Context: an optimization exercise on an open-source flow, tuned for small area. The choices shown serve that exercise and are no tape-out recipe.
RTL that was checked went through simulation tests only; none was proved equivalent to the original.
No activity file was given, so power comes from the tool's default toggle rates.

== v6 ==
// image_processor
module image_processor #(parameter WIDTH = 100, parameter DATA_WIDTH = 8) (
    input clk,
    input rst_n,
    input shift_en,
    input [3*DATA_WIDTH-1:0] data_in,
    output logic [3*DATA_WIDTH-1:0] out_pixel
);
logic [DATA_WIDTH-1:0] gray_px;
logic [DATA_WIDTH-1:0] p11, p12, p13, p21, p22, p23, p31, p32, p33;
logic edge_px;
gray_converter gc(.rgb_in(data_in), .rgb_out(gray_px));
row_fifo_manager #(.WIDTH(100), .DATA_WIDTH(8)) rfm (.clk(clk), .rst_n(rst_n), .shift_en(shift_en),
                      .data_in(gray_px),
                      .p11(p11), .p12(p12), .p13(p13),
                      .p21(p21), .p22(p22), .p23(p23),
                      .p31(p31), .p32(p32), .p33(p33));
sobel_kernel #(.THRESHOLD(350)) kernel (
        .clk, .rst_n,
        .p11, .p12, .p13, .p21, .p22, .p23, .p31, .p32, .p33,
        .edge_out(edge_px)
    );
assign out_pixel = {3*DATA_WIDTH{edge_px}};
endmodule
clock: 6.0 ns
lec_check: 0
cap_margin: 0
core_margin: 2
core_utilization: 40
cts_buf_list: sky130_fd_sc_hd__clkbuf_4 sky130_fd_sc_hd__clkbuf_8
slew_margin: 0
run.sh (not shown) runs the stock make flow with config.mk's settings and CLKGATE_MAP_FILE= SYNTH_SCRIPT=/design/flow/synth_recipe.tcl, a recipe that flattens the netlist after the stock synthesis.
What v7 does differently from v6 at the input level:
Settings: swapping 0 for 20 in CAP_MARGIN; clearing CTS_BUF_LIST, which used to be sky130_fd_sc_hd__clkbuf_4 sky130_fd_sc_hd__clkbuf_8; swapping 0 for 20 in SLEW_MARGIN.
Notes after the runs:
The tightest slew margin relative to the limit of v7 was superior to that of v6. The met2 global-route usage number comes out lower for v7 vs v6. Re sum of met2 wire segment lengths after detailed routing: v7 is about 2.7% down on v6. Changes observed in v7 relative to v6: total net switching power went up; total power after layout climbed about 1.8%. Maximum frequency: v7 vs v6 — no meaningful difference. v7 ran to completion and came out clean on the timing, DRC and antenna checks. The layout buffering overhead excluding clock cells was comparable across v6 and v7. Combinational group share of total power | v7 below v6. Status: hold slack parity (v6, v7). Relative to v6, the number of logic stages on the critical path including buffering of v7 is lower by about 3.3%. ~same final area in v6 and v7.
No run of this note included a check of the RTL's function; only the layout flow was run.

---

== ember ==
image_processor, a different RTL version from the one above (not shown whole).
For scale: roughly 4100 cells after synthesis.
clock: 6.0 ns
lec_check: 0
cap_margin: 20
core_margin: 2
core_utilization: 65
place_density: 0.75
slew_margin: 20
synth_hierarchical: 1
standard.sh (not shown) runs the stock make flow with config.mk's settings and CLKGATE_MAP_FILE= SYNTH_SCRIPT=/design/flow/synth_recipe.tcl, a recipe that flattens the netlist after the stock synthesis.
==> flow/flow/run.sh <==
#!/bin/bash
# Own flow: the standard layout (standard.sh: standard synthesis,
# floorplan, power grid, placement, routing, all unchanged), except that
#  - the clock tree is built from small clock buffers on larger sink
#    clusters and without dummy loads (CTS_ARGS), and
set -uo pipefail
cd "$(dirname "$0")/.."
export BUFFER_PORTS_ARGS="-buffer_cell sky130_fd_sc_hd__buf_1"
base="-sink_clustering_enable -repair_clock_nets -dont_use_dummy_load"
trees=(
  "-sink_clustering_size 20 -sink_clustering_max_diameter 42 -buf_list sky130_fd_sc_hd__clkbuf_8"
  "-sink_clustering_size 16 -sink_clustering_max_diameter 40 -buf_list sky130_fd_sc_hd__clkbuf_8"
  "-sink_clustering_size 30 -sink_clustering_max_diameter 60"
)
RESULTS=$(pwd)/orfs/results/sky130hd/image_processor/base
export RESULTS
n=0
for t in "${trees[@]}"; do
  n=$((n+1))
  export CTS_ARGS="$base $t"
  if [[ $n -gt 1 ]]; then
    bash standard.sh clean_cts clean_route clean_finish > clean_$n.log 2>&1
  fi
  if ! bash standard.sh > standard_$n.log 2>&1; then
    continue
  fi
  openroad -no_init -exit flow/check.tcl > check_$n.log 2>&1 || continue
  cp orfs/reports/sky130hd/image_processor/base/6_finish.rpt finish_$n.rpt 2>/dev/null || true
  cp orfs/logs/sky130hd/image_processor/base/6_report.log report_$n.log 2>/dev/null || true
  slew=$(awk '/^CHECK clk_pin_slew_ps/{print $3}' check_$n.log)
  setup=$(awk '/^CHECK setup_slack/{print $3}' check_$n.log)
  if awk -v s="$slew" -v t="$setup" 'BEGIN{exit !(s != "" && s < 122 && t != "" && t >= 0.06)}'; then
    exit 0
  fi
done
[[ -f out/final.def ]]
==> flow/flow/check.tcl <==
set P $::env(FLOW_HOME)/platforms/sky130hd
set R $::env(RESULTS)
read_lef $P/lef/sky130_fd_sc_hd.tlef
read_lef $P/lef/sky130_fd_sc_hd_merged.lef
read_liberty $P/lib/sky130_fd_sc_hd__tt_025C_1v80.lib
read_db $R/6_final.odb
read_sdc $R/6_final.sdc
read_spef $R/6_final.spef
set_propagated_clock [all_clocks]
set worst 0
foreach pin [all_registers -clock_pins -edge_triggered] {
  foreach edge {rise fall} {
    foreach analysis {min max} {
      set s [expr {[sta::time_ui_sta [get_property $pin slew_${analysis}_$edge]] * 1e12}]
      if {$s > $worst} { set worst $s }
    }
  }
}
puts "CHECK clk_pin_slew_ps $worst"
puts "CHECK setup_slack [sta::worst_slack -max]"
puts "CHECK hold_slack [sta::worst_slack -min]"
Looking at the reports, ember completed the entire flow and the layout it produced met the timing, DRC and antenna checks.
Relative to ember, the following input files were edited for lagoon:
- CORE_UTILIZATION changed from 65 to 75
- PLACE_DENSITY changed from 0.75 to 0.9
--- a/flow/flow/run.sh
+++ b/flow/flow/run.sh
@@ -10,0 +11 @@
+  "-sink_clustering_size 20 -sink_clustering_max_diameter 50 -buf_list sky130_fd_sc_hd__clkbuf_8"
@@ -12 +12,0 @@
-  "-sink_clustering_size 16 -sink_clustering_max_diameter 40 -buf_list sky130_fd_sc_hd__clkbuf_8"
Taking ember as the reference point, the data required time at the worst endpoint of lagoon falls by 0.15 ns.
[compare] base=ember new=lagoon: count of vias placed by the detailed router picked up an extra 194, half-perimeter wire length after placement picked up an extra 5400 µm, floorplan core area lost 13%, clock buffer instance count of the final layout lost 26%, final design instance area without fill lost 1.2%.
Taking ember as the reference, in lagoon starting density of the core rose by 9.9 points; switching fraction of total power grew by 0.23 points.

---

Another version of the RTL of image_processor (not shown whole).
Size in the first run: about 4100 cells after synthesis, roughly 1700 flip-flops, ~51 I/O pins.
Settings: LEC_CHECK=0, CAP_MARGIN=20, CORE_MARGIN=2, CORE_UTILIZATION=80, PLACE_DENSITY=0.95, SLEW_MARGIN=20, SYNTH_HIERARCHICAL=1; clock period 6.0 ns.
==> flow/flow/run.sh <==
#!/bin/bash
# Own flow: the standard layout (standard.sh: standard synthesis,
# floorplan, power grid, placement, routing, all unchanged), except that
#  - the clock tree is built from small clock buffers on larger sink
#    clusters and without dummy loads (CTS_ARGS), and
set -uo pipefail
cd "$(dirname "$0")/.."
export BUFFER_PORTS_ARGS="-buffer_cell sky130_fd_sc_hd__buf_1"
base="-sink_clustering_enable -repair_clock_nets -dont_use_dummy_load"
trees=(
  "-sink_clustering_size 20 -sink_clustering_max_diameter 50 -buf_list sky130_fd_sc_hd__clkbuf_8"
  "-sink_clustering_size 20 -sink_clustering_max_diameter 42 -buf_list sky130_fd_sc_hd__clkbuf_8"
  "-sink_clustering_size 30 -sink_clustering_max_diameter 60"
)
RESULTS=$(pwd)/orfs/results/sky130hd/image_processor/base
export RESULTS
n=0
for t in "${trees[@]}"; do
  n=$((n+1))
  export CTS_ARGS="$base $t"
  if [[ $n -gt 1 ]]; then
    bash standard.sh clean_cts clean_route clean_finish > clean_$n.log 2>&1
  fi
  if ! bash standard.sh > standard_$n.log 2>&1; then
    continue
  fi
  openroad -no_init -exit flow/check.tcl > check_$n.log 2>&1 || continue
  cp orfs/reports/sky130hd/image_processor/base/6_finish.rpt finish_$n.rpt 2>/dev/null || true
  cp orfs/logs/sky130hd/image_processor/base/6_report.log report_$n.log 2>/dev/null || true
  slew=$(awk '/^CHECK clk_pin_slew_ps/{print $3}' check_$n.log)
  setup=$(awk '/^CHECK setup_slack/{print $3}' check_$n.log)
  if awk -v s="$slew" -v t="$setup" 'BEGIN{exit !(s != "" && s < 122 && t != "" && t >= 0.06)}'; then
    exit 0
  fi
done
[[ -f out/final.def ]]
Scripts as last shown in full above: flow/flow/check.tcl
The starting point went through all stages and came out clean.
Then changed:
- CORE_UTILIZATION: 80 -> 75
- PLACE_DENSITY: 0.95 -> 0.9
Effect: Count of clock-buffer cells in the layout drops by 24. Non-clock buffer count climbs by 3. Sequential share of layout area climbs by 0.19 points. Design area drops by 0.31%. Flip-flop and latch count does not change. Total power drops by 2.6%.
No functional check of the RTL was part of any run of this note.

---

Setup of build 75:
Another version of the RTL of image_processor (not shown whole).
Size in the first run: about 1600 flip-flops, about 51 I/O pins, ~53000 µm² of cells after synthesis.
==> flow/design.v (excerpt) <==
module image_processor #(parameter WIDTH = 100, parameter DATA_WIDTH = 8) (
    input clk,
    input rst_n,
    input shift_en,
    input [3*DATA_WIDTH-1:0] data_in,
    output logic [3*DATA_WIDTH-1:0] out_pixel
);
Settings: LEC_CHECK=0, CAP_MARGIN=20, CORE_MARGIN=2, CORE_UTILIZATION=65, PLACE_DENSITY=0.75, SLEW_MARGIN=20; clock period 6.0 ns.
==> flow/flow/run.sh <==
#!/bin/bash
# Own flow: the standard layout (standard.sh, standard synthesis and
# floorplan/power grid unchanged), with the clock tree built from larger
# sink clusters and without dummy loads, and the ports buffered with the
# smallest buffer. Each step's full log stays in orfs/logs/; make's own
# output goes to standard.log.
set -euo pipefail
cd "$(dirname "$0")/.."
export CTS_ARGS="-sink_clustering_enable -repair_clock_nets -sink_clustering_size ${CTS_SIZE:-30} -sink_clustering_max_diameter ${CTS_DIAM:-60} -dont_use_dummy_load"
export BUFFER_PORTS_ARGS="-buffer_cell sky130_fd_sc_hd__buf_1"
bash standard.sh > standard.log 2>&1
cp -r orfs/logs flow_logs 2>/dev/null || true
--- input diff build 75..build 71 ---
- CTS_CLUSTER_SIZE now 30, previously not set
- CTS_CLUSTER_DIAMETER now 60, previously not set
- CORE_UTILIZATION now 40, was 65
- PLACE_DENSITY no longer set, was 0.75
==> flow/run.sh (new file) <==
#!/bin/bash
# synth_recipe.tcl (not shown) runs the flow's synth.tcl, then flattens the netlist and writes it again
# the make line also repeats each setting of config.mk as NAME=value (left out here)
make -C /OpenROAD-flow-scripts/flow DESIGN_CONFIG=/design/flow/config.mk WORK_HOME=/design/flow/orfs CLKGATE_MAP_FILE= SYNTH_SCRIPT=/design/flow/synth_recipe.tcl finish
removed: flow/flow/run.sh
removed: flow/standard.sh
Notes after the runs:
On max-slew headroom at the worst pin: between build 75 and build 71, it ends up higher for build 71.
Re final design instance area without fill: build 75 and build 71 aren't equal, and the lower value belongs to build 75.
Build 71: initial cell density of the core lower than build 75
On build 71: number of standard cells in the final layout excluding fillers is 23% higher than what build 75 gave.
Delta (build 71 minus build 75): top fanout value on the critical path decreased by 4 relative to the old numbers; setup slack decreased by 0.054 ns relative to the old numbers.
Build 71 finished every stage and its layout cleared the timing, DRC and antenna checks.
Relative to build 71, the following input files were edited for build 54:
- changing CORE_UTILIZATION from 40 to 65
- setting PLACE_DENSITY to 0.75 for the first time
- removing CTS_CLUSTER_DIAMETER (formerly 60)
- removing CTS_CLUSTER_SIZE (formerly 30)
==> flow/flow/run.sh (new file) <==
#!/bin/bash
# Own flow: the standard layout (standard.sh, standard synthesis and
# floorplan/power grid unchanged), with the clock tree built from larger
# sink clusters and without dummy loads, and the ports buffered with the
# smallest buffer. Each step's full log stays in orfs/logs/; make's own
# output goes to standard.log.
set -euo pipefail
cd "$(dirname "$0")/.."
export CTS_ARGS="-sink_clustering_enable -repair_clock_nets -sink_clustering_size ${CTS_SIZE:-30} -sink_clustering_max_diameter ${CTS_DIAM:-60} -dont_use_dummy_load"
export BUFFER_PORTS_ARGS="-buffer_cell sky130_fd_sc_hd__buf_1"
bash standard.sh > standard.log 2>&1
==> flow/standard.sh (new file) <==
#!/bin/bash
# synth_recipe.tcl (not shown) runs the flow's synth.tcl, then flattens the netlist and writes it again
# the make line also repeats each setting of config.mk as NAME=value (left out here)
make -C /OpenROAD-flow-scripts/flow DESIGN_CONFIG=/design/flow/config.mk WORK_HOME=/design/flow/orfs CLKGATE_MAP_FILE= SYNTH_SCRIPT=/design/flow/synth_recipe.tcl "${@:-finish}"
removed: flow/run.sh
==> notes.md <==
The layout overhead on the synthesized area reported for build 54 is smaller than that of build 71 by 5.0 points. Number of buffers created by CTS shrinks by more than 10% when moving from build 71 to build 54. The run with more routed wire is build 54, not build 71. For the required arrival time at the worst endpoint, build 54 came in 0.11 ns lower than build 71 did. Relative to build 71, period utilization has decreased by 0.90 points in build 54. Going from build 71 to build 54, fraction of area in multi-input gates grows by 0.30 points. Build 54 | status: complete | timing, DRC, antenna: pass. Build 71 has a lower sequential share of layout area than build 54. Compared with build 71, in build 54 power after layout went down; area enclosed by the die boundary went down. Time the final worst path needs with I/O delays and setup: build 54 < build 71. Of build 54 and build 71, build 71 shows the lower global-route wire length before repair, with build 54 above it.

-- what the ideal ports hide --
How much do the figures lean on ideal ports? The routed layouts below were timed once more, with nothing changed but the port constraints.
Step 1 assumes that a clkbuf_16 drives the clock port and a buf_2 every other input.
Step 2 times the ports against the registers' clock, not the clock port: input delays grow and output delays shrink by t, the midpoint of the rising clock arrivals with the driver on.
a / b / c = no drivers / after step 1 / after step 2; a / b = the first two.
| run | t (ns) | setup WS [ns] | latest minus earliest clock arrival (ns) | cell pins on the clock port's net |
|---|---|---|---|---|
| v6 | 0.955 | 0.290 / 0.290 / 0.290 | 0.112 / 0.111 | 1 |
| v7 | 0.817 | 0.283 / 0.283 / 0.283 | 0.036 / 0.037 | 1 |
| ember | 0.831 | 1.484 / 1.484 / 1.484 | 0.139 / 0.138 | 1 |
| lagoon | 0.758 | 1.467 / 1.467 / 1.467 | 0.139 / 0.140 | 1 |
| the first run of note 3 | 0.825 | 1.556 / 1.556 / 1.556 | 0.110 / 0.110 | 1 |
| the second run of note 3 | 0.769 | 1.596 / 1.596 / 1.596 | 0.131 / 0.131 | 1 |
| build 75 | 0.681 | 1.730 / 1.730 / 1.730 | 0.103 / 0.103 | 1 |
| build 71 | 0.774 | 1.676 / 1.676 / 1.676 | 0.049 / 0.049 | 1 |
| build 54 | 0.681 | 1.730 / 1.730 / 1.730 | 0.103 / 0.103 | 1 |
After both steps every run listed still meets setup and hold.
